Context: an optimization exercise on an open-source flow, tuned for small area. The choices shown serve that exercise and are no tape-out recipe. The RTL was checked by simulation tests, not by an equivalence proof against the original design. The clock port is modelled as an ideal driver; clocking choices that lean on that would not hold on a real chip. Power figures rest on the tool's default switching activity, not on a simulated workload.

==> design.v <==
module motor_pwm_phase #(parameter SIZE=16)(
                        iCLK, iENABLE, iLOAD, iFIRST,
                        iPERIOD, iPERIOD_N, iDUTY,
                        iCOUNTER, iCOUNTER_DB,
                        oPAD_P, oPAD_N );
  input iCLK, iENABLE, iLOAD, iFIRST;
  input [SIZE-1:0] iPERIOD, iPERIOD_N, iDUTY, iCOUNTER, iCOUNTER_DB;
  output oPAD_P, oPAD_N;
  reg [SIZE-1:0] duty_q;
  wire [SIZE-1:0] duty_d = iLOAD ? iDUTY : duty_q;
  wire [SIZE-1:0] duty_n = ~duty_d;
  always @( posedge iCLK )
    duty_q <= duty_d;
  wire [SIZE:0] dc, sc;
  wire [SIZE-1:0] ndif, sum;
  assign dc[0] = 1'b1;
  assign sc[0] = 1'b1;
  genvar i;
  generate
    for (i = 0; i < SIZE; i = i + 1) begin : g_add
      assign ndif[i] = ~(iPERIOD[i] ^ duty_n[i] ^ dc[i]);
      assign dc[i+1] = (iPERIOD[i] & duty_n[i]) | (dc[i] & (iPERIOD[i] ^ duty_n[i]));
      assign sum[i]  = ~(iPERIOD_N[i] ^ duty_n[i] ^ sc[i]);
      assign sc[i+1] = (iPERIOD_N[i] & duty_n[i]) | (sc[i] & (iPERIOD_N[i] ^ duty_n[i]));
    end
  endgenerate
  wire [SIZE-1:0] A = {1'b0, ~ndif[SIZE-1:1]};
  wire [SIZE-1:0] C = {~sc[SIZE] ^ ~dc[SIZE], sum[SIZE-1:1]};
  wire eqA = (iCOUNTER    == A);
  wire eqB = (iCOUNTER_DB == A);
  wire eqC = (iCOUNTER    == C);
  wire eqD = (iCOUNTER_DB == C);
  reg ltA, ltB, geC, geD;
  wire ltA_d = (iLOAD | ltA) & ~eqA;
  wire ltB_d = (iLOAD | ltB) & ~eqB;
  wire geC_d = (~iLOAD & geC) | eqC;
  wire geD_d = (~iLOAD & geD) | eqD;
  wire gtC = ~iLOAD & geC;
  wire gtD = ~iLOAD & geD;
  always @( posedge iCLK ) begin
    ltA <= ltA_d;
    ltB <= ltB_d;
    geC <= geC_d;
    geD <= geD_d;
  end
  reg pad_p, pad_n;
  always @( negedge iCLK or negedge iENABLE )
  begin
    if( !iENABLE ) begin
      pad_p <= 0;
      pad_n <= 1;
    end else begin
      pad_n <= iFIRST | ltA_d | gtD;
      pad_p <= ~iFIRST & ~ltB_d & ~gtC;
    end
  end
  assign oPAD_P = pad_p;
  assign oPAD_N = pad_n;
endmodule
module motor_pwm #(parameter SIZE=16)(
                    iCLK, iENABLE,
                    iPERIOD, iDEADBAND,
                    iDUTY_A, iDUTY_B, iDUTY_C,
                    oPAD_AP, oPAD_AN,
                    oPAD_BP, oPAD_BN,
                    oPAD_CP, oPAD_CN );
  input iCLK, iENABLE;
  input [SIZE-1:0] iPERIOD, iDEADBAND;
  input [SIZE-1:0] iDUTY_A, iDUTY_B, iDUTY_C;
  output oPAD_AP, oPAD_AN;
  output oPAD_BP, oPAD_BN;
  output oPAD_CP, oPAD_CN;
  reg [SIZE-1:0] counter;
  reg first;
  reg load;
  reg [SIZE-1:0] period_q;
  wire [SIZE-1:0] period_d = load ? iPERIOD : period_q;
  reg [SIZE-1:0] cdb_q;
  wire [SIZE-1:0] cdb_m = load ? ~iDEADBAND : cdb_q;
  wire [SIZE:0] dc;
  wire [SIZE-1:0] cdb;
  assign dc[0] = 1'b1;
  wire [SIZE:0] lt;
  assign lt[0] = 1'b0;
  genvar i;
  generate
    for (i = 0; i < SIZE; i = i + 1) begin : g_cmp
      assign lt[i+1] = iPERIOD[i] ? (~counter[i] | lt[i]) : (~counter[i] & lt[i]);
    end
  endgenerate
  wire wrap = first | ~lt[SIZE];
  wire [SIZE:0] ic;
  wire [SIZE-1:0] inc;
  assign ic[0] = 1'b1;
  generate
    for (i = 0; i < SIZE; i = i + 1) begin : g_inc
      assign inc[i]  = counter[i] ^ ic[i];
      assign ic[i+1] = counter[i] & ic[i];
    end
  endgenerate
  always @( posedge iCLK or negedge iENABLE )
    if( !iENABLE ) first <= 1'b1;
    else           first <= 1'b0;
  generate
    for (i = 0; i < SIZE; i = i + 1) begin : g_cdb
      assign cdb[i]  = cdb_m[i] ^ dc[i];
      assign dc[i+1] = cdb_m[i] & dc[i];
    end
  endgenerate
  always @( posedge iCLK ) begin
    counter  <= wrap ? {SIZE{1'b0}} : inc;
    load     <= wrap;
    period_q <= period_d;
    cdb_q    <= cdb;
  end
  wire [SIZE-1:0] period_n = ~period_d;
  motor_pwm_phase phaseA ( iCLK, iENABLE, load, first, period_d, period_n, iDUTY_A,
                           counter, cdb, oPAD_AP, oPAD_AN );
  motor_pwm_phase phaseB ( iCLK, iENABLE, load, first, period_d, period_n, iDUTY_B,
                           counter, cdb, oPAD_BP, oPAD_BN );
  motor_pwm_phase phaseC ( iCLK, iENABLE, load, first, period_d, period_n, iDUTY_C,
                           counter, cdb, oPAD_CP, oPAD_CN );
endmodule
==> flow/run.sh <==
#!/bin/bash
# Standard ORFS layout (the standard.sh, standard synthesis unchanged), with the
# port buffers inserted as the smallest buffer cell and no dummy clock loads in CTS.
set -euo pipefail
BP="-buffer_cell sky130_fd_sc_hd__buf_1"
CTS="-repair_clock_nets -buf_list sky130_fd_sc_hd__clkbuf_4 -dont_use_dummy_load"
export BUFFER_PORTS_ARGS="$BP" CTS_ARGS="$CTS"
bash standard.sh "BUFFER_PORTS_ARGS=$BP" "CTS_ARGS=$CTS" finish > standard_make.log 2>&1
==> standard.sh <==
#!/bin/bash
# synth_recipe.tcl (not shown) runs the flow's synth.tcl, then flattens the netlist and writes it again
# the make line also repeats each setting of config.mk as NAME=value (left out here)
make -C /OpenROAD-flow-scripts/flow DESIGN_CONFIG=/design/flow/config.mk WORK_HOME=/design/flow/orfs CLKGATE_MAP_FILE= SYNTH_SCRIPT=/design/flow/synth_recipe.tcl "${@:-finish}"
==> config.mk <==
export PLATFORM = sky130hd
export DESIGN_NAME = motor_pwm
export DESIGN_NICKNAME = motor_pwm
export VERILOG_FILES = /design/flow/design.v
export SDC_FILE = /design/flow/constraint.sdc
export NUM_CORES = 4
export LEC_CHECK = 0
export CAP_MARGIN = 20
export CORE_MARGIN = 2
export CORE_UTILIZATION = 78
export CTS_BUF_LIST = sky130_fd_sc_hd__clkbuf_4
export SLEW_MARGIN = 20
export SYNTH_HIERARCHICAL = 1
==> constraint.sdc <==
create_clock -name core_clock -period 25.0 [get_ports {iCLK}]
set_input_delay 5.0000 -clock core_clock [delete_from_list [all_inputs] [get_ports {iCLK}]]
set_output_delay 5.0000 -clock core_clock [all_outputs]
set_load 0.01 [all_outputs]
==> flow_summary.ini, run 1 <==
[min_path]
hp-class = reg2reg

[global_route]
grt_start_max_net_pins = 59
grt_overflow = 0
grt_usage = 0.442
antenna_found_initial = 0
grt_first_pass_wirelength_um = 36700
grt_pass1_vias = 6795

[placement]
postPlaceCellArea_um2 = 8850
dpl.hpwl_um = 19700
gp_congestion = 1.06
port-buffer-count = 87

[status]
status = timing/DRC/antenna clean

[setup_path]
crit_top_cell = fa_1
cp.arrival_ps = 12640
worstSetupStartpointType = primary input
crit_slowest_cell = fa_1
path_delay_family = adder cells
max_stage_delay_ps = 550
crit_buf_inv = 2
cp-end-kind = register
crit_type = in2reg
crit_chain = buf_1 -> mux2i_1 -> inv_1 -> or2_2 -> fa_1 -> fa_1 -> fa_1 -> fa_1 -> fa_1 -> fa_1 -> fa_1 -> fa_1 -> fa_1 -> fa_1 -> fa_1 -> fa_1 -> fa_1 -> fa_1 -> fa_1 -> xor2_1 -> nor4_1 -> and4_1 -> o21a_1
cp.required_ps = 12810
path_max_fanout = 4

[synth]
ys_seq_area_frac = 0.282
synth_cell_types = 49
syn-mean-instance-area_um2 = 10.8
synth_ff_type = dfxtp_1
netlist_area_um2 = 8360
ys_seq_elements = 116
synth_enable_flop_cells = 0
ys_async_sr_fraction = 0.0603
synth_fp_nets = 973
synth_cells = 773
yosysWarnings = 8

[sta]
tightest_slew_ps = 960
max_slew_margin = 0.360
finClkSkew_ps = 85.7
finalSetupViolCount = 0
finalHoldViolCount = 0
slew_violations = 0
fin_tns_setup_ps = 0
rsz0062_at_grt = no

[pwr]
pwr-share-seq = 0.309
clockPowerShare = 0.137
intPower_mw = 0.392
leakage_nw = 3.77
max-vdd-ir-drop_mv = 0.0572
switching_share = 0.418
power_density_nw_per_um2 = 75.1
power.switching_mw = 0.282
power_frac_comb = 0.554

[route]
firstDrtPassIters = 5
num_vias = 6281
drtIter0Drc = 572
routed_via_density = 6.24
ant_nets = 0
drc = 0
wl_per_cell_um = 23.6
routed_wl_um = 23700

[die]
rows = 37
io_pins = 88
core_um2 = 10400
die_x_um = 108
die_y_um = 108
die_area_um2 = 11600
initial_core_util = 0.807

[layout]
final_nets = 1073
fin_area_um2 = 8980
multi_input_area_um2 = 5590
regArea_um2 = 2370
num_antenna_cells = 0
nFillCells = 546
area_delta_synth_final_pct = 7.33
drive_above_1_share = 0.0551

[clock_tree]
clkSinkCount = 116
clkLatencyLatePin_ps = 540
clockBufferDepth = 2
cts_root_buf = clkbuf_4
postCtsSetupRepairBufs = 0
clk_pin_slew_worst_paths_ps = 80
cts.repair.resized = 0
cts_tree = built
numCtsBuffers = 17
ctsHoldBuffers = 0
cts-htree-levels = 4

[run]
maxCapViolations = 0
-- Yosys stat by module (local to each module, per instance) --
module | flip-flops and latches | area, um2 | cells inside | copies in the design
motor_pwm | 50 | 2200 | 218 | 1
motor_pwm_phase | 22 | 2060 | 185 | 3
-- stage by stage --
step | util | setup WS [ps] | hold WS, ps | cells | power (mW)
floorplan | - | 214 | 422 | 773 | 0.475
global placement | 0.853 | 27.0 | 431 | 990 | 0.557
detailed placement | 0.853 | -200 | 441 | 990 | 0.572
CTS | 0.866 | 258 | 462 | 1007 | 0.663
global route | 0.866 | 3.30 | 474 | 1007 | 0.702
finish | 0.866 | 174 | 469 | 1007 | 0.674
-- placed cells by master, fill, tap and decap left out, types with 5 or more instances in the layout --
cell,count
dfxtp_1,108
a21oi_1,22
buf_1,87
o2bb2ai_1,6
nand4_1,12
fa_1,90
ha_1,28
xnor2_1,127
nor2_1,26
and2_1,14
o21ai_1,5
nor2b_1,5
clkbuf_4,17
or2_2,6
xor2_1,63
nor4_1,30
buf_4,6
nor3_1,7
mux2i_1,66
inv_1,94
-- routing by layer --
metal / share of wire / routed length (um) / vias up / GRT usage
met5: 0 / 0 / - / 0
met4: 0.065 / 1550 / 0 / 0.254
met3: 0.10 / 2440 / 121 / 0.145
met2: 0.48 / 11300 / 423 / 0.717
met1: 0.35 / 8420 / 3030 / 0.513
li1: - / - / 2707 / -
-- synth_stat cells (all sizes together) (2+ instances only) --
cell     number  area share
clkbuf        4      0.0018
nand2         2     0.00090
dfstp         4       0.013
dfrtn         3      0.0090
nor2         26       0.012
nor4         34       0.028
buf           8      0.0054
a22oi         2      0.0018
xor2         63       0.066
o21a          4      0.0037
nand4        15       0.013
and2         14       0.010
dfxtp       109        0.26
o21ai         5      0.0030
mux2i        66       0.079
inv          95       0.043
a21oi        23       0.015
nand3         2      0.0018
fa           90        0.22
or2           6      0.0045
or4           3      0.0027
o22ai         4      0.0030
and4          3      0.0031
nor2b         5      0.0037
ha           28       0.042
nand2b        2      0.0015
maj3          3      0.0039
nor3          7      0.0042
xnor2       127        0.13
o2bb2ai       6      0.0063
-- power by group through the flow --
stage	registers, mW	logic [mW]	clock network (mW)
4_1_cts	0.208	0.362	0.0930
6_report	0.208	0.374	0.0924
5_1_grt	0.209	0.394	0.0993
3_3_place_gp	0.211	0.345	0.00150
2_1_floorplan	0.209	0.265	0.00150
3_5_place_dp	0.212	0.359	0.00150
-- final cells by class --
class	instances	share of cell area
multi-input combinational	550	0.622
sequential	116	0.264
timing repair buffer	93	0.0414
inverter	92	0.0385
tap	136	0.0190
clock buffer	17	0.0142
clock inverter	3	0.00125
-- registers in the layout (all words and copies together), names as in the netlist, 16 cells and up --
| signal | flops |
|---|---|
| counter | 16 |
| period_q | 16 |
| cdb_q | 16 |
| phaseC.duty_q | 16 |
| phaseB.duty_q | 16 |
| phaseA.duty_q | 16 |
-- path summary, 6_finish.rpt --
check | startpoint | to | slack (ps) | depth (start not counted)
worst max-delay path | iPERIOD[0] | phaseA.pad_p | 170 | 23
worst min-delay path | phaseA.ltA | phaseA.ltA | 470 | 2
worst max register to register | load | phaseC.pad_p | 3820 | 20
worst min register to register | phaseA.ltA | phaseA.ltA | 470 | 2
max in group asynchronous | iENABLE | phaseA.pad_n | 7740 | 1
min in group asynchronous | iENABLE | first | 4700 | 1
-- worst reg2reg max path, stage by stage (launching register included) --
cell,delay (ps)
dfxtp_4,700
buf_4,830
mux2i_1,360
fa_1,480
fa_1,400
fa_1,400
fa_1,400
fa_1,400
fa_1,410
fa_1,440
fa_1,430
fa_1,410
fa_1,420
fa_1,460
fa_1,430
fa_1,400
fa_1,540
xor2_1,150
nor4_1,60
and4_1,190
o21a_1,180
-- cells by family (layout without fill, tap and decap cells) --
logic type	after synthesis	count (layout)	share of synthesized area
flops	116	116	0.282
compound gates	52	52	0.0407
simple gates	120	120	0.0875
xor+xnor	190	190	0.199
fa+ha+maj	121	121	0.261
other cells	1	1	0.000448
buf+inv	107	205	0.0498
mux	66	66	0.0790
==> run 2: changes to the inputs <==
--- a/design.v
+++ b/design.v
@@ -30,20 +30,18 @@
   wire eqB = (iCOUNTER_DB == A);
   wire eqC = (iCOUNTER    == C);
   wire eqD = (iCOUNTER_DB == C);
-  reg ltA, ltB, geC, geD;
-  wire ltA_d = (iLOAD | ltA) & ~eqA;
-  wire ltB_d = (iLOAD | ltB) & ~eqB;
-  wire geC_d = (~iLOAD & geC) | eqC;
-  wire geD_d = (~iLOAD & geD) | eqD;
+  reg geC, geD;
   wire gtC = ~iLOAD & geC;
   wire gtD = ~iLOAD & geD;
+  wire geC_d = gtC | eqC;
+  wire geD_d = gtD | eqD;
   always @( posedge iCLK ) begin
-    ltA <= ltA_d;
-    ltB <= ltB_d;
     geC <= geC_d;
     geD <= geD_d;
   end
   reg pad_p, pad_n;
+  wire ltA_d = (iLOAD | pad_n) & ~eqA;
+  wire ltB_d = (iLOAD | ~pad_p) & ~eqB;
   always @( negedge iCLK or negedge iENABLE )
   begin
     if( !iENABLE ) begin
==> flow/run.sh (replaced) <==
#!/bin/bash
# Standard ORFS layout (the standard.sh, standard synthesis unchanged), with the
# port buffers inserted as the smallest buffer cell and no dummy clock loads in CTS.
set -euo pipefail
BP="-buffer_cell sky130_fd_sc_hd__buf_1"
CTS="-sink_clustering_enable -repair_clock_nets -buf_list sky130_fd_sc_hd__clkbuf_8 -sink_clustering_size 20 -sink_clustering_max_diameter 50 -dont_use_dummy_load"
export BUFFER_PORTS_ARGS="$BP" CTS_ARGS="$CTS"
bash standard.sh "BUFFER_PORTS_ARGS=$BP" "CTS_ARGS=$CTS" finish > standard_make.log 2>&1
==> flow_summary.ini, run 2 <==
[status]
status = timing/DRC/antenna clean

[die]
rows = 37
die_area_um2 = 11400
initial_core_util = 0.798
die_x_um = 107
io_pins = 88
core_um2 = 10300
die_y_um = 107

[setup_path]
path_max_fanout = 3
cp.arrival_ps = 12720
crit_slowest_cell = fa_1
max_stage_delay_ps = 530
crit_type = in2reg
cp.required_ps = 12830
crit_top_cell = fa_2
crit_chain = buf_1 -> mux2i_1 -> inv_1 -> buf_4 -> or2_2 -> fa_2 -> fa_2 -> fa_1 -> fa_2 -> fa_1 -> fa_1 -> fa_2 -> fa_1 -> fa_2 -> fa_2 -> fa_1 -> fa_2 -> fa_2 -> fa_2 -> fa_1 -> xor2_1 -> or4_4 -> nor4_4 -> o21ai_1
cp-end-kind = register
worstSetupStartpointType = primary input

[synth]
synth_enable_flop_cells = 0
ys_seq_elements = 110
ys_async_sr_fraction = 0.0636
synth_ff_type = dfxtp_1
synth_top_cell_area_share = 0.251
netlist_area_um2 = 8200
syn-mean-instance-area_um2 = 10.8
synth_area_leaders = dfxtp_1 25%, fa_1 22%, xnor2_1 14%
yosys-top-cells-count = 127 x xnor2_1, 103 x dfxtp_1, 94 x inv_1
yosysTopAreaCell = dfxtp_1
yosysWarnings = 8
synth_cell_types = 48
ys_seq_area_frac = 0.273
synth_fp_nets = 958
yosysMostFrequentCell = xnor2_1
synth_cells = 758

[global_route]
grt_pass1_vias = 6698
grt_first_pass_wirelength_um = 35700
antenna_found_initial = 0
grt_overflow = 0
grt_start_max_net_pins = 54
grt_usage = 0.429

[pwr]
power_density_nw_per_um2 = 73.7
max-vdd-ir-drop_mv = 0.0540
leakage_nw = 3.72
fin_total_pwr_mw = 0.660

[sta]
finClkSkew_ps = 43.6
max_slew_margin = 0.414
finalSetupViolCount = 0
finalHoldViolCount = 0
tightest_slew_ps = 873
slew_violations = 0

[run]
maxCapViolations = 0

[layout]
area_delta_synth_final_pct = 9.17
mostFrequentLayoutCell = xnor2_1
final_util = 0.871
drive_above_1_share = 0.0831
final_nets = 1056
num_antenna_cells = 0
most-common-layout-cells = 127 x xnor2_1, 102 x dfxtp_1, 94 x inv_1

[route]
routed_via_density = 6.22
ant_nets = 0
num_vias = 6160
routed_wl_um = 22900
firstDrtPassIters = 5
wl_per_cell_um = 23.2
drc = 0
drtIter0Drc = 593

[clock_tree]
ctsHoldBuffers = 0
clkLatencyLatePin_ps = 410
numCtsBuffers = 9
clockBufferDepth = 2
clk_pin_slew_worst_paths_ps = 90
cts_root_buf = clkbuf_8
cts_tree = built
cts-htree-levels = 3
clkSinkCount = 110

[placement]
dpl.hpwl_um = 19000
gp_congestion = 1.13
port-buffer-count = 87

[min_path]
hp-class = reg2reg
## run 2: layer usage
layer	share of wire	vias to the layer above	global-route usage	wire, um
li1	-	2662	-	-
met1	0.36	2976	0.543	8270
met2	0.47	418	0.681	10800
met3	0.10	104	0.0938	2400
met4	0.062	0	0.250	1430
met5	0	-	0	0
## run 2: power by group
| group | switching, mW | internal (mW) | total [mW] | leakage [nW] |
|---|---|---|---|---|
| Sequential | 0.00796 | 0.191 | 0.199 | 0.946 |
| Clock | 0.0549 | 0.0330 | 0.0880 | 0.0807 |
| Combinational | 0.206 | 0.167 | 0.373 | 2.69 |
## run 2: logic make-up after synthesis
| logic type | synth area share |
|---|---|
| fa+ha+maj | 0.266 |
| compound gates | 0.0401 |
| buf+inv | 0.0508 |
| other cells | 0.000457 |
| flops | 0.273 |
| xor+xnor | 0.203 |
| mux | 0.0805 |
| simple gates | 0.0856 |
## run 2: final cells by class
type                            instances  area [um2]
Clock buffer                            9         124
Fill cell                             532        1320
Multi-Input combinational cell        541        5640
Tap cell                              136         170
Inverter                               92         345
Clock inverter                          3        11.3
Timing Repair Buffer                   99         417
Sequential cell                       110        2250
## run 2: worst max-delay path: cells and delay by family
kind / cells / cell delay (ps)
adder cells (fa/ha/maj): 15 / 5720
AND/OR/NAND/NOR: 3 / 1110
buffers and inverters: 3 / 350
multiplexers: 1 / 220
XOR/XNOR: 1 / 190
AO/OA/AOI/OAI: 1 / 100
## run 2: worst paths after layout
kind                                  from  slack (ps)  cells past startpoint           end
worst min-delay path            phaseC.geC         480                      1    phaseC.geC
worst max-delay path            iPERIOD[0]         110                     24  phaseA.pad_n
worst min register to register  phaseC.geC         480                      1    phaseC.geC
max in group asynchronous          iENABLE        7700                      1  phaseB.pad_n
min in group asynchronous          iENABLE        4780                      1         first
worst max register to register        load        3710                     20  phaseA.pad_n
## run 2: through the flow
stage	setup WS (ps)	std cells	cell area (um2)	TNS, ps	hold WS [ps]
floorplan	77.6	758	8200	0	428
global placement	-19.6	980	8730	-19.6	447
detailed placement	-251	980	8730	-1100	451
CTS	158	989	8850	0	472
global route	-31.0	990	8950	-51.5	492
finish	109	990	8950	0	476
## run 2: modules after synthesis, one instance, submodules excluded
| module | copies in the design | cells inside |
|---|---|---|
| motor_pwm | 1 | 218 |
| motor_pwm_phase | 3 | 180 |
## run 2: timing repair
item,in CTS,in global routing
buffers inserted,0,1
hold endpoints to repair,0,0
setup endpoints to repair,0,6
resized for setup,0,27
==> run 3: changes to the inputs <==
==> flow/run.sh (replaced) <==
#!/bin/bash
# Standard ORFS layout (the standard.sh, standard synthesis unchanged), with the
# port buffers inserted as the smallest buffer cell and no dummy clock loads in CTS.
set -euo pipefail
BP="-buffer_cell sky130_fd_sc_hd__buf_1"
CTS="-sink_clustering_enable -repair_clock_nets -buf_list {sky130_fd_sc_hd__clkbuf_4 sky130_fd_sc_hd__clkbuf_8} -sink_clustering_size 20 -sink_clustering_max_diameter 50 -dont_use_dummy_load"
export BUFFER_PORTS_ARGS="$BP" CTS_ARGS="$CTS"
bash standard.sh "BUFFER_PORTS_ARGS=$BP" "CTS_ARGS=$CTS" finish > standard_make.log 2>&1
==> flow_summary.ini, run 3 <==
[synth]
yosys-top-cells-count = 127 x xnor2_1, 103 x dfxtp_1, 94 x inv_1
yosysTopAreaCell = dfxtp_1
ys_seq_elements = 110
synth_cell_types = 48
syn-mean-instance-area_um2 = 10.8
synthXorXnorAreaFrac = 0.203
yosys.area_share.simple = 0.0856
synth_top_family_by_area = adder cells
yosysWarnings = 8
synth_ff_type = dfxtp_1
synth_area_leaders = dfxtp_1 25%, fa_1 22%, xnor2_1 14%
synth_fa_ha_area_frac = 0.266
ys_async_sr_fraction = 0.0636
synth-compound-area-share = 0.0401
synth_cells = 758
synthMuxAreaShare = 0.0805
yosysMostFrequentCell = xnor2_1
netlist_area_um2 = 8200
synth_enable_flop_cells = 0
ys_seq_area_frac = 0.273
synth_fp_nets = 958
synth_top_cell_area_share = 0.251

[route]
drtIter0Drc = 593
firstDrtPassIters = 5
wl_per_cell_um = 23.2
routed_wl_um = 22900
ant_nets = 0
routed_via_density = 6.22
drc = 0
num_vias = 6160

[layout]
drive_above_1_share = 0.0831
area_delta_synth_final_pct = 9.17
nFillCells = 532
num_antenna_cells = 0
final_nets = 1056
most-common-layout-cells = 127 x xnor2_1, 102 x dfxtp_1, 94 x inv_1
final_cell_count_no_fill = 990
mostFrequentLayoutCell = xnor2_1

[sta]
max_slew_margin = 0.414
finalSetupViolCount = 0
fin_ws_ps = 109
finClkSkew_ps = 43.6
whs_ps = 476
slew_violations = 0
finalHoldViolCount = 0
tightest_slew_ps = 873

[global_route]
antenna_found_initial = 0
grt_first_pass_wirelength_um = 35700
grt_usage = 0.429
grt_pass1_vias = 6698
grt_start_max_net_pins = 54
grt_overflow = 0

[min_path]
hp-class = reg2reg

[die]
die_area_um2 = 11400
io_pins = 88
die_y_um = 107
die_x_um = 107
core_um2 = 10300
rows = 37
initial_core_util = 0.798

[status]
status = timing/DRC/antenna clean

[setup_path]
reg2reg_slack_ps = 3710
worstSetupStartpointType = primary input
cp.required_ps = 12830
cp.arrival_ps = 12720
path_max_fanout = 3
cp-end-kind = register
crit_type = in2reg

[pwr]
power_density_nw_per_um2 = 73.7
fin_total_pwr_mw = 0.660
max-vdd-ir-drop_mv = 0.0540
leakage_nw = 3.72

[placement]
place_ws_ps = -251
gp_congestion = 1.13
port-buffer-count = 87
dp_cells = 980
dpl.hpwl_um = 19000

[clock_tree]
clkLatencyLatePin_ps = 410
clkSinkCount = 110
cts_root_buf = clkbuf_8
cts-htree-levels = 3
clk_pin_slew_worst_paths_ps = 90
numCtsBuffers = 9
clockBufferDepth = 2
cts_tree = built

[run]
maxCapViolations = 0
## run 3: cell counts after synthesis
No cell type changed its count.
## run 3: cells by family after synthesis
| family | count (synthesis) |
|---|---|
| XOR/XNOR | 190 |
| adder cells (fa/ha/maj) | 121 |
| AND/OR/NAND/NOR | 114 |
| flip-flops | 110 |
| buffers and inverters | 107 |
| multiplexers | 66 |
| AO/OA/AOI/OAI | 49 |
| other | 1 |
## run 3: final timing paths
check | cells past startpoint | end | start
worst max-delay path | 24 | phaseA.pad_n | iPERIOD[0]
worst min-delay path | 1 | phaseC.geC | phaseC.geC
worst max register to register | 20 | phaseA.pad_n | load
worst min register to register | 1 | phaseC.geC | phaseC.geC
max in group asynchronous | 1 | phaseB.pad_n | iENABLE
min in group asynchronous | 1 | first | iENABLE
## run 3: layout make-up
cell class	instances	area (um2)	share of cell area
clock inverters	3	11.3	0.00126
repair buffers	99	417	0.0465
inverters	92	345	0.0386
well taps	136	170	0.0190
flip-flops and latches	110	2250	0.251
multi-input cells	541	5640	0.630
clock buffers	9	124	0.0138
## run 3: stage by stage
stage	instance area (um2)	TNS, ps	util
floorplan	8200	0	-
global placement	8730	-19.6	0.849
detailed placement	8730	-1100	0.849
CTS	8850	0	0.861
global route	8950	-51.5	0.871
finish	8950	0	0.871
## run 3: power breakdown
part	switching (mW)	total, mW	leakage, nW	internal, mW
combinational	0.206	0.373	2.69	0.167
clock	0.0549	0.0880	0.0807	0.0330
sequential	0.00796	0.199	0.946	0.191
## run 3: layer usage
layer | share of wire | global-route usage | up-vias
li1 | - | - | 2662
met1 | 0.36 | 0.543 | 2976
met3 | 0.10 | 0.0938 | 104
met4 | 0.062 | 0.250 | 0
met5 | 0 | 0 | -
met2 | 0.47 | 0.681 | 418
## run 3: per-module statistics from Yosys (local to each module, per instance)
| module | cells inside | flip-flops and latches | copies in the design | area (um2) |
|---|---|---|---|---|
| motor_pwm | 218 | 50 | 1 | 2200 |
| motor_pwm_phase | 180 | 20 | 3 | 2000 |
## run 3: worst max-delay path: stages
cell,delay (ps)
buf_1,90
mux2i_1,220
inv_1,110
buf_4,150
or2_2,300
fa_2,340
fa_2,350
fa_1,390
fa_2,350
fa_1,380
fa_1,400
fa_2,350
fa_1,390
fa_2,370
fa_2,360
fa_1,390
fa_2,350
fa_2,350
fa_2,420
fa_1,530
xor2_1,190
or4_4,530
nor4_4,280
o21ai_1,100
## run 3: repair_timing
| action | in CTS | in global routing |
|---|---|---|
| endpoints found under the setup margin | 0 | 6 |
| hold buffers | 0 | 0 |
| setup buffers | 0 | 1 |
| resized for setup | 0 | 27 |
==> run 4: changes to the inputs <==
==> flow/run.sh (replaced) <==
#!/bin/bash
# Standard ORFS layout (the standard.sh, standard synthesis unchanged), with the
# port buffers inserted as the smallest buffer cell, no dummy clock loads in CTS, and
# the clock buffers that drive many flip-flops upsized after CTS.
set -euo pipefail
BP="-buffer_cell sky130_fd_sc_hd__buf_1"
CTS="-sink_clustering_enable -repair_clock_nets -buf_list sky130_fd_sc_hd__clkbuf_4 -sink_clustering_size 20 -sink_clustering_max_diameter 50 -dont_use_dummy_load"
FIX="$(pwd)/flow/cts_fix.tcl"
export BUFFER_PORTS_ARGS="$BP" CTS_ARGS="$CTS" POST_CTS_TCL="$FIX"
bash standard.sh "BUFFER_PORTS_ARGS=$BP" "CTS_ARGS=$CTS" "POST_CTS_TCL=$FIX" finish > standard_make.log 2>&1
==> flow/cts_fix.tcl (new file) <==
foreach inst [get_cells *] {
  if { [get_property $inst ref_name] != "sky130_fd_sc_hd__clkbuf_4" } { continue }
  set out [get_pins -of_objects $inst -filter "direction == output"]
  set loads [get_pins -of_objects [get_nets -of_objects $out] -filter "direction == input"]
  if { [llength $loads] > 10 } {
    puts "cts_fix: [get_property $inst full_name] drives [llength $loads] pins, upsized"
    replace_cell $inst sky130_fd_sc_hd__clkbuf_8
  }
}
detailed_placement
check_placement -verbose
==> flow_summary.ini, run 4 <==
[layout]
mostFrequentLayoutCell = xnor2_1
drive_above_1_share = 0.0586
final_nets = 1055
multi_input_area_um2 = 5570
fin_area_um2 = 8860
nFillCells = 552
num_antenna_cells = 0
regArea_um2 = 2250
most-common-layout-cells = 127 x xnor2_1, 102 x dfxtp_1, 94 x inv_1
area_delta_synth_final_pct = 8.07

[die]
die_area_um2 = 11400
rows = 37
core_um2 = 10300
die_y_um = 107
die_x_um = 107
io_pins = 88
initial_core_util = 0.798

[pwr]
power_density_nw_per_um2 = 73.1
max-vdd-ir-drop_mv = 0.0508
leakage_nw = 3.70

[synth]
synth_cells = 758
synth_area_leaders = dfxtp_1 25%, fa_1 22%, xnor2_1 14%
synth_cell_types = 48
synth_ff_type = dfxtp_1
synth_top_cell_area_share = 0.251
yosysWarnings = 8
synth_fp_nets = 958
ys_seq_elements = 110
yosys-top-cells-count = 127 x xnor2_1, 103 x dfxtp_1, 94 x inv_1
syn-mean-instance-area_um2 = 10.8
netlist_area_um2 = 8200
ys_async_sr_fraction = 0.0636
ys_seq_area_frac = 0.273
synth_enable_flop_cells = 0
yosysTopAreaCell = dfxtp_1
yosysMostFrequentCell = xnor2_1

[placement]
port-buffer-count = 87
postPlaceCellArea_um2 = 8730
dpl.hpwl_um = 19000
gp_congestion = 1.13

[sta]
finClkSkew_ps = 77.8
tightest_slew_ps = 877
whs_ps = 476
finalHoldViolCount = 0
slew_violations = 0
max_slew_margin = 0.411
finalSetupViolCount = 0
rsz0062_at_grt = no

[run]
maxCapViolations = 0

[route]
drc = 0
firstDrtPassIters = 11
routed_via_density = 6.25
num_vias = 6178
wl_per_cell_um = 23.0
drtIter0Drc = 634
ant_nets = 0
routed_wl_um = 22700

[setup_path]
reg2reg_slack_ps = 3640
max_stage_delay_ps = 500
crit_chain = buf_1 -> mux2i_1 -> inv_1 -> or2_2 -> fa_1 -> fa_1 -> fa_1 -> fa_1 -> fa_1 -> fa_1 -> fa_1 -> fa_1 -> fa_1 -> fa_1 -> fa_1 -> fa_1 -> fa_1 -> fa_1 -> fa_1 -> buf_4 -> xor2_1 -> nor4_2 -> nand4_1 -> a221oi_2
worstSetupStartpointType = primary input
cp-end-kind = register
cp.arrival_ps = 12740
cp.required_ps = 12950
crit_top_cell = fa_1
crit_type = in2reg
path_max_fanout = 4
crit_slowest_cell = fa_1

[min_path]
hp-class = reg2reg

[global_route]
grt_first_pass_wirelength_um = 35700
grt_usage = 0.431
grt_pass1_vias = 6774
grt_start_max_net_pins = 54
antenna_found_initial = 0
grt_overflow = 0

[clock_tree]
clk_pin_slew_worst_paths_ps = 90
clkLatencyLatePin_ps = 520
cts_tree = built
clkSinkCount = 110

[status]
status = timing/DRC/antenna clean
==> run 4: worst max-delay path: cells and delay by family <==
kind | cells | cell delay [ps]
multiplexers | 1 | 210
adder cells (fa/ha/maj) | 15 | 6080
buffers and inverters | 3 | 360
XOR/XNOR | 1 | 150
AO/OA/AOI/OAI | 1 | 230
AND/OR/NAND/NOR | 3 | 710
==> run 4: power breakdown <==
| part | internal [mW] | switching [mW] | total [mW] |
|---|---|---|---|
| clock network | 0.0291 | 0.0553 | 0.0845 |
| registers | 0.191 | 0.00801 | 0.199 |
| logic | 0.163 | 0.202 | 0.365 |
==> run 4: per-stage QoR <==
step                      worst slack (ps)  utilization  TNS [ps]  total power, mW  std cells
after floorplan                       77.6            -         0            0.466        758
after global placement               -19.6        0.849     -19.6            0.543        980
after detailed placement              -251        0.849     -1100            0.557        980
after global routing                  15.8        0.863         0            0.679        989
final                                  211        0.863         0            0.648        989
==> run 4: cell type report <==
| class | instances | share of cell area |
|---|---|---|
| sequential | 110 | 0.253 |
| clock inverter | 3 | 0.00127 |
| timing repair buffer | 98 | 0.0462 |
| tap | 136 | 0.0192 |
| clock buffer | 9 | 0.0126 |
| inverter | 92 | 0.0390 |
| multi-input combinational | 541 | 0.629 |
==> run 4: layer usage <==
metal | routed length, um | global-route usage
met5 | 0 | 0
met3 | 2460 | 0.120
met4 | 1400 | 0.245
met2 | 10600 | 0.684
met1 | 8200 | 0.531
==> run 4: worst paths after layout <==
check | startpoint | end | cells past startpoint
worst max-delay path | iPERIOD[0] | phaseA.pad_p | 24
worst min-delay path | phaseC.geC | phaseC.geC | 1
worst max register to register | load | phaseB.pad_n | 20
worst min register to register | phaseC.geC | phaseC.geC | 1
max in group asynchronous | iENABLE | phaseB.pad_n | 1
min in group asynchronous | iENABLE | first | 1
==> run 4: cell families after synthesis <==
group                    count (synthesis)  share of synthesized area
XOR/XNOR                               190                      0.203
adder cells (fa/ha/maj)                121                      0.266
AND/OR/NAND/NOR                        114                     0.0856
flip-flops                             110                      0.273
buffers and inverters                  107                     0.0508
multiplexers                            66                     0.0805
AO/OA/AOI/OAI                           49                     0.0401
other                                    1                   0.000457
==> run 4: Yosys stat by module (local to each module, per instance) <==
module,flip-flops and latches,copies in the design,cells,area [um2]
motor_pwm_phase,20,3,180,2000
motor_pwm,50,1,218,2200
==> run 5: changes to the inputs <==
--- a/design.v
+++ b/design.v
@@ -6,11 +6,10 @@
   input iCLK, iENABLE, iLOAD, iFIRST;
   input [SIZE-1:0] iPERIOD, iPERIOD_N, iDUTY, iCOUNTER, iCOUNTER_DB;
   output oPAD_P, oPAD_N;
-  reg [SIZE-1:0] duty_q;
-  wire [SIZE-1:0] duty_d = iLOAD ? iDUTY : duty_q;
-  wire [SIZE-1:0] duty_n = ~duty_d;
+  reg [SIZE-1:0] duty_nq;
+  wire [SIZE-1:0] duty_n = iLOAD ? ~iDUTY : duty_nq;
   always @( posedge iCLK )
-    duty_q <= duty_d;
+    duty_nq <= duty_n;
   wire [SIZE:0] dc, sc;
   wire [SIZE-1:0] ndif, sum;
   assign dc[0] = 1'b1;
--- a/config.mk
+++ b/config.mk
@@ -7,7 +7,7 @@
 export LEC_CHECK = 0
 export CAP_MARGIN = 20
 export CORE_MARGIN = 2
-export CORE_UTILIZATION = 78
+export CORE_UTILIZATION = 72
 export CTS_BUF_LIST = sky130_fd_sc_hd__clkbuf_4
 export SLEW_MARGIN = 20
 export SYNTH_HIERARCHICAL = 1
==> flow_summary.ini, run 5 <==
[layout]
fin_area_um2 = 8840
most-common-layout-cells = 127 x xnor2_1, 102 x dfxtp_1, 87 x buf_1
final_nets = 1072
drive_above_1_share = 0.0977
mostFrequentLayoutCell = xnor2_1
area_delta_synth_final_pct = 10.4
num_antenna_cells = 0

[sta]
finClkSkew_ps = 66.1
slew_violations = 0
whs_ps = 482
max_slew_margin = 0.356
finalSetupViolCount = 0
tightest_slew_ps = 965
finalHoldViolCount = 0

[synth]
syn-mean-instance-area_um2 = 10.4
synth_fp_nets = 967
synth_fa_ha_area_frac = 0.273
yosysMostFrequentCell = xnor2_1
synth_top_family_by_area = adder cells
netlist_area_um2 = 8000
synth-compound-area-share = 0.0693
yosys-top-cells-count = 127 x xnor2_1, 103 x dfxtp_1, 90 x fa_1
synth_enable_flop_cells = 0
synthMuxAreaShare = 0.0263
synth_cells = 767
synth_area_leaders = dfxtp_1 26%, fa_1 23%, xnor2_1 14%
synth_cell_types = 47
yosysWarnings = 8
ys_async_sr_fraction = 0.0636
synth_top_cell_area_share = 0.258
synth_ff_type = dfxtp_1
ys_seq_elements = 110
ys_seq_area_frac = 0.280
yosys.area_share.simple = 0.109
yosysTopAreaCell = dfxtp_1
synthXorXnorAreaFrac = 0.208

[die]
die_area_um2 = 12000
rows = 38
io_pins = 88
die_x_um = 109
die_y_um = 109
core_um2 = 10800
initial_core_util = 0.738

[pwr]
power.switching_mw = 0.269
leakage_nw = 3.43
power_frac_comb = 0.562
power_density_nw_per_um2 = 73.3
clockPowerShare = 0.134
switching_share = 0.416
pwr-share-seq = 0.304
max-vdd-ir-drop_mv = 0.0530
intPower_mw = 0.378

[route]
num_vias = 6306
routed_via_density = 6.24
drc = 0
ant_nets = 0
wl_per_cell_um = 24.3
firstDrtPassIters = 5
routed_wl_um = 24600
drtIter0Drc = 535

[global_route]
grt_usage = 0.425
antenna_found_initial = 0
grt_start_max_net_pins = 48
grt_overflow = 0
grt_first_pass_wirelength_um = 35800
grt_pass1_vias = 6493

[clock_tree]
clkSinkCount = 110
clk_pin_slew_worst_paths_ps = 90
cts_tree = built
clkLatencyLatePin_ps = 500

[setup_path]
cp.required_ps = 12950
worstSetupStartpointType = primary input
crit_type = in2reg
max_stage_delay_ps = 630
crit_slowest_cell = fa_2
cp-end-kind = register
crit_chain = buf_1 -> mux2i_2 -> inv_1 -> nand2b_1 -> fa_2 -> fa_2 -> fa_1 -> fa_1 -> fa_1 -> fa_1 -> fa_2 -> fa_2 -> fa_2 -> fa_2 -> fa_2 -> fa_1 -> fa_1 -> fa_2 -> fa_2 -> xor2_1 -> nor4_2 -> nand4_1 -> a221oi_2
path_max_fanout = 4
path_delay_family = adder cells
cp.arrival_ps = 12790
crit_top_cell = fa_2
crit_buf_inv = 2

[run]
maxCapViolations = 0

[min_path]
hp-class = reg2reg

[placement]
port-buffer-count = 87
postPlaceCellArea_um2 = 8610
dpl.hpwl_um = 19600
gp_congestion = 1.05

[status]
status = timing/DRC/antenna clean
run 5: cell count changes after synthesis, moves of 6 or more:
cell	before	now
buf_2	6	0
clkbuf_1	4	13
inv_1	94	55
mux2i_1	66	21
nand2_1	5	47
nand2b_1	2	8
o21ai_0	0	42
or2_2	6	0
run 5: cell type report:
cell class                 instances  area (um2)
clock inverter                     3        11.3
timing repair buffer             109         492
multi-input combinational        586        5610
sequential                       110        2240
tap                              140         175
inverter                          53         199
clock buffer                       9         111
fill                             683        2000
run 5: worst register-to-register path, delay by kind of cell (launching register included):
family                   cells  cell delay, ps
AO/OA/AOI/OAI                1             290
XOR/XNOR                     1              90
adder cells (fa/ha/maj)     15            6360
buffers and inverters        3             920
flip-flops                   1             330
multiplexers                 1             380
AND/OR/NAND/NOR              3             610
run 5: per-stage QoR:
stage | setup TNS, ps | instances | setup slack (ps) | utilization | power, mW
after floorplan | 0 | 767 | 8.85 | - | 0.454
after global placement | -2020 | 998 | -348 | 0.794 | 0.536
after detailed placement | -3730 | 998 | -720 | 0.794 | 0.544
after global routing | -211 | 1010 | -81.8 | 0.815 | 0.677
final | 0 | 1010 | 154 | 0.815 | 0.648
run 5: kinds of logic (layout without fill, tap and decap cells):
logic type      Yosys count  after routing
xor+xnor                190            190
mux                      21             21
simple gates            159            159
fa+ha+maj               121            121
buf+inv                  71            174
other cells               1              1
compound gates           94             94
flops                   110            110
run 5: power by group through the flow:
stage	clock network [mW]	logic [mW]	registers [mW]
3_3_place_gp	0.00150	0.335	0.199
3_5_place_dp	0.00150	0.342	0.200
2_1_floorplan	0.00150	0.253	0.199
6_report	0.0870	0.364	0.197
5_1_grt	0.0920	0.387	0.198
run 5: modules after synthesis (local to each module, per instance):
| module | cells inside | times used |
|---|---|---|
| motor_pwm | 218 | 1 |
| motor_pwm_phase | 183 | 3 |
run 5: final timing paths:
kind                                end        from  slack [ps]  cells after the start
max in group asynchronous  phaseA.pad_n     iENABLE        7730                      1
max                        phaseC.pad_p  iPERIOD[0]         150                     23
min in group asynchronous         first     iENABLE        4730                      1
min reg2reg                  phaseC.geD  phaseC.geD         480                      1
max reg2reg                phaseC.pad_p        load        3490                     24
min                          phaseC.geD  phaseC.geD         480                      1
run 5: layer usage:
| layer | track usage | wire length (um) |
|---|---|---|
| met1 | 0.498 | 8500 |
| met2 | 0.707 | 11900 |
| met3 | 0.0948 | 2520 |
| met4 | 0.271 | 1710 |
| met5 | 0 | 0 |
==> run 6: changes to the inputs <==
--- a/config.mk
+++ b/config.mk
@@ -7,7 +7,7 @@
 export LEC_CHECK = 0
 export CAP_MARGIN = 20
 export CORE_MARGIN = 2
-export CORE_UTILIZATION = 72
+export CORE_UTILIZATION = 83
 export CTS_BUF_LIST = sky130_fd_sc_hd__clkbuf_4
 export SLEW_MARGIN = 20
 export SYNTH_HIERARCHICAL = 1
==> flow_summary.ini, run 6 <==
[synth]
netlist_area_um2 = 8000
ys_seq_area_frac = 0.280
synth_top_cell_area_share = 0.258
synth_ff_type = dfxtp_1
synth_fp_nets = 967
synth_cells = 767
ys_seq_elements = 110
synth_enable_flop_cells = 0
synth_area_leaders = dfxtp_1 26%, fa_1 23%, xnor2_1 14%
yosysMostFrequentCell = xnor2_1
yosysTopAreaCell = dfxtp_1
yosys-top-cells-count = 127 x xnor2_1, 103 x dfxtp_1, 90 x fa_1
synth_cell_types = 47
ys_async_sr_fraction = 0.0636
syn-mean-instance-area_um2 = 10.4
yosysWarnings = 8

[status]
haltStage = global routing
first-error = [ERROR GRT-0116] Global routing finished with congestion. Check the congestion regions in the DRC Viewer.
status = stopped before the end

[global_route]
grt_usage = 0.689
grt_start_max_net_pins = 44
grt_pass1_vias = 8594
grt_first_pass_wirelength_um = 50800
grt_overflow = 3

[die]
rows = 35
die_x_um = 102
io_pins = 88
die_y_um = 102
initial_core_util = 0.862

[clock_tree]
clkSinkCount = 110

[placement]
gp_congestion = 1.21
dp_cells = 986
port-buffer-count = 87
dpl.hpwl_um = 20200
place_ws_ps = -823
run 6: power by group through the flow:
stage,Combinational (mW),Sequential [mW],Clock [mW]
after detailed placement,0.345,0.201,0.00150
after floorplan,0.253,0.199,0.00150
after global placement,0.323,0.200,0.00150
run 6: routing by layer:
metal,track usage,overflow
met1,0.705,0
met2,0.882,2
met3,0.507,0
met4,0.656,1
met5,0.130,0
run 6: worst max path at each step:
stage	startpoint	to	slack (ps)	cells past startpoint
after detailed placement	iPERIOD[0]	phaseA.pad_p	-820	23
after global placement	iPERIOD[0]	phaseC.pad_n	-340	23
after floorplan	iPERIOD[0]	phaseC.pad_n	9	22
run 6: kinds of logic after synthesis:
kind of cell               after synthesis  synth area share
xor gates and xnor gates               190             0.208
adders and majority gates              121             0.273
muxes                                   21            0.0263
buffers and inverters                   71            0.0342
DFF                                    110             0.280
other                                    1          0.000469
and+or+nand+nor                        159             0.109
AOI/OAI and AO/OA                       94            0.0693
run 6: metrics by stage:
| stage | TNS (ps) | cell area [um2] | util |
|---|---|---|---|
| after detailed placement | -3750 | 8590 | 0.925 |
| after global placement | -1980 | 8590 | 0.925 |
| after floorplan | 0 | 8030 | - |
run 6: Yosys stat by module, one instance, submodules excluded:
module           area, um2  cells inside  flip-flops and latches
motor_pwm             2200           218                      50
motor_pwm_phase       1940           183                      20
==> run 7: changes to the inputs <==
--- a/config.mk
+++ b/config.mk
@@ -7,7 +7,7 @@
 export LEC_CHECK = 0
 export CAP_MARGIN = 20
 export CORE_MARGIN = 2
-export CORE_UTILIZATION = 83
+export CORE_UTILIZATION = 78
 export CTS_BUF_LIST = sky130_fd_sc_hd__clkbuf_4
 export SLEW_MARGIN = 20
 export SYNTH_HIERARCHICAL = 1
==> flow_summary.ini, run 7 <==
[layout]
most-common-layout-cells = 127 x xnor2_1, 102 x dfxtp_1, 87 x buf_1
final_cell_count_no_fill = 1000
nFillCells = 489
mostFrequentLayoutCell = xnor2_1
num_antenna_cells = 0
drive_above_1_share = 0.0877
multi_input_area_um2 = 5580
regArea_um2 = 2240
final_util = 0.890
area_delta_synth_final_pct = 9.71
final_nets = 1069

[setup_path]
path_max_fanout = 4
r2r-start = load
worst-path-stages = 23
reg2reg_slack_ps = 3870
max_stage_delay_ps = 510
cp.arrival_ps = 12670
startpoint = iPERIOD[0]
path_delay_family = adder cells
critPathCapture = phaseB.pad_n
crit_buf_inv = 2
crit_chain = buf_1 -> mux2i_2 -> inv_1 -> nand2b_1 -> fa_2 -> fa_2 -> fa_1 -> fa_1 -> fa_1 -> fa_1 -> fa_2 -> fa_2 -> fa_1 -> fa_1 -> fa_2 -> fa_1 -> fa_2 -> fa_2 -> fa_1 -> xnor2_1 -> nand4_2 -> nor4_2 -> o21ai_1
crit_slowest_cell = fa_1
ff2ff_path_depth = 24
cp-end-kind = register
crit_top_cell = fa_1
rr_endpoint = phaseB.pad_n
cp.required_ps = 12910
worstSetupStartpointType = primary input
crit_type = in2reg

[route]
firstDrtPassIters = 7
drc = 0
wl_per_cell_um = 24.1
ant_nets = 0
drtIter0Drc = 687
routed_via_density = 6.47
num_vias = 6466
routed_wl_um = 24100

[pwr]
leakage_nw = 3.41
power_frac_comb = 0.563
max-vdd-ir-drop_mv = 0.0358
switching_share = 0.416
intPower_mw = 0.376
fin_total_pwr_mw = 0.644
power.switching_mw = 0.268
pwr-share-seq = 0.305
power_density_nw_per_um2 = 73.4
clockPowerShare = 0.133

[synth]
synth_area_leaders = dfxtp_1 26%, fa_1 23%, xnor2_1 14%
yosys-top-cells-count = 127 x xnor2_1, 103 x dfxtp_1, 90 x fa_1
synth_fp_nets = 967
yosysWarnings = 8
ys_seq_elements = 110
yosysTopAreaCell = dfxtp_1
syn-mean-instance-area_um2 = 10.4
synth_cell_types = 47
ys_async_sr_fraction = 0.0636
synth_ff_type = dfxtp_1
synth_top_cell_area_share = 0.258
synth_cells = 767
netlist_area_um2 = 8000
ys_seq_area_frac = 0.280
synth_enable_flop_cells = 0
yosysMostFrequentCell = xnor2_1

[sta]
tightest_slew_ps = 1020
fin_tns_setup_ps = 0
max_slew_margin = 0.315
slew_violations = 0
fin_ws_ps = 239
finalSetupViolCount = 0
finClkSkew_ps = 73.1
finalHoldViolCount = 0

[die]
die_x_um = 105
rows = 36
die_area_um2 = 11100
die_y_um = 105
io_pins = 88
initial_core_util = 0.811
core_um2 = 9860

[global_route]
grt_overflow = 0
grt_usage = 0.444
grt_pass1_vias = 6724
grt_first_pass_wirelength_um = 36400
antenna_found_initial = 0
grt_start_max_net_pins = 49

[run]
maxCapViolations = 0

[placement]
gp_congestion = 1.07
port-buffer-count = 87
place_ws_ps = -616
dpl.hpwl_um = 18900
dp_cells = 990

[clock_tree]
cts_tree = built
clkLatencyLatePin_ps = 500
clkSinkCount = 110
clk_pin_slew_worst_paths_ps = 70

[min_path]
hp-class = reg2reg

[status]
status = timing/DRC/antenna clean
## run 7: cell type report
cell class                      instances  share of cell area
Tap cell                              133              0.0190
Timing Repair Buffer                  106              0.0534
Clock buffer                            9              0.0127
Multi-Input combinational cell        586               0.636
Clock inverter                          3             0.00128
Sequential cell                       110               0.255
Inverter                               53              0.0227
## run 7: worst min path at each step
stage | from | to | slack (ps) | cells after the start
finish | phaseC.geC | phaseC.geC | 480 | 1
global route | phaseC.geC | phaseC.geC | 490 | 1
detailed placement | phaseA.geC | phaseA.geC | 450 | 1
global placement | phaseB.geD | phaseB.geD | 450 | 1
floorplan | phaseA.geC | phaseA.geC | 430 | 1
## run 7: modules after synthesis, one instance, submodules excluded
module | copies in the design | area (um2) | cells | flops+latches
motor_pwm_phase | 3 | 1940 | 183 | 20
motor_pwm | 1 | 2200 | 218 | 50
## run 7: cell families (layout without fill, tap and decap cells)
group / count (synthesis) / count (layout) / share of synthesized area
mux: 21 / 21 / 0.0263
xor+xnor: 190 / 190 / 0.208
other cells: 1 / 1 / 0.000469
fa+ha+maj: 121 / 121 / 0.273
buf+inv: 71 / 171 / 0.0342
simple gates: 159 / 159 / 0.109
flops: 110 / 110 / 0.280
compound gates: 94 / 94 / 0.0693
## run 7: power groups by stage
stage	Clock (mW)	Sequential, mW	Combinational [mW]
finish	0.0854	0.197	0.363
global route	0.0914	0.198	0.382
detailed placement	0.00150	0.200	0.336
global placement	0.00150	0.199	0.326
floorplan	0.00150	0.199	0.253
## run 7: layer usage
metal / up-vias / global-route usage / routed length, um
met2: 495 / 0.730 / 11100
met1: 3044 / 0.531 / 8020
met3: 184 / 0.111 / 2910
met4: 0 / 0.257 / 2100
met5: - / 0 / 0
li1: 2743 / - / -
## run 7: stage by stage
step / hold WS [ps] / cell area, um2
2_1_floorplan: 431 / 8030
5_1_grt: 493 / 8780
6_report: 481 / 8780
3_5_place_dp: 449 / 8590
3_3_place_gp: 448 / 8590
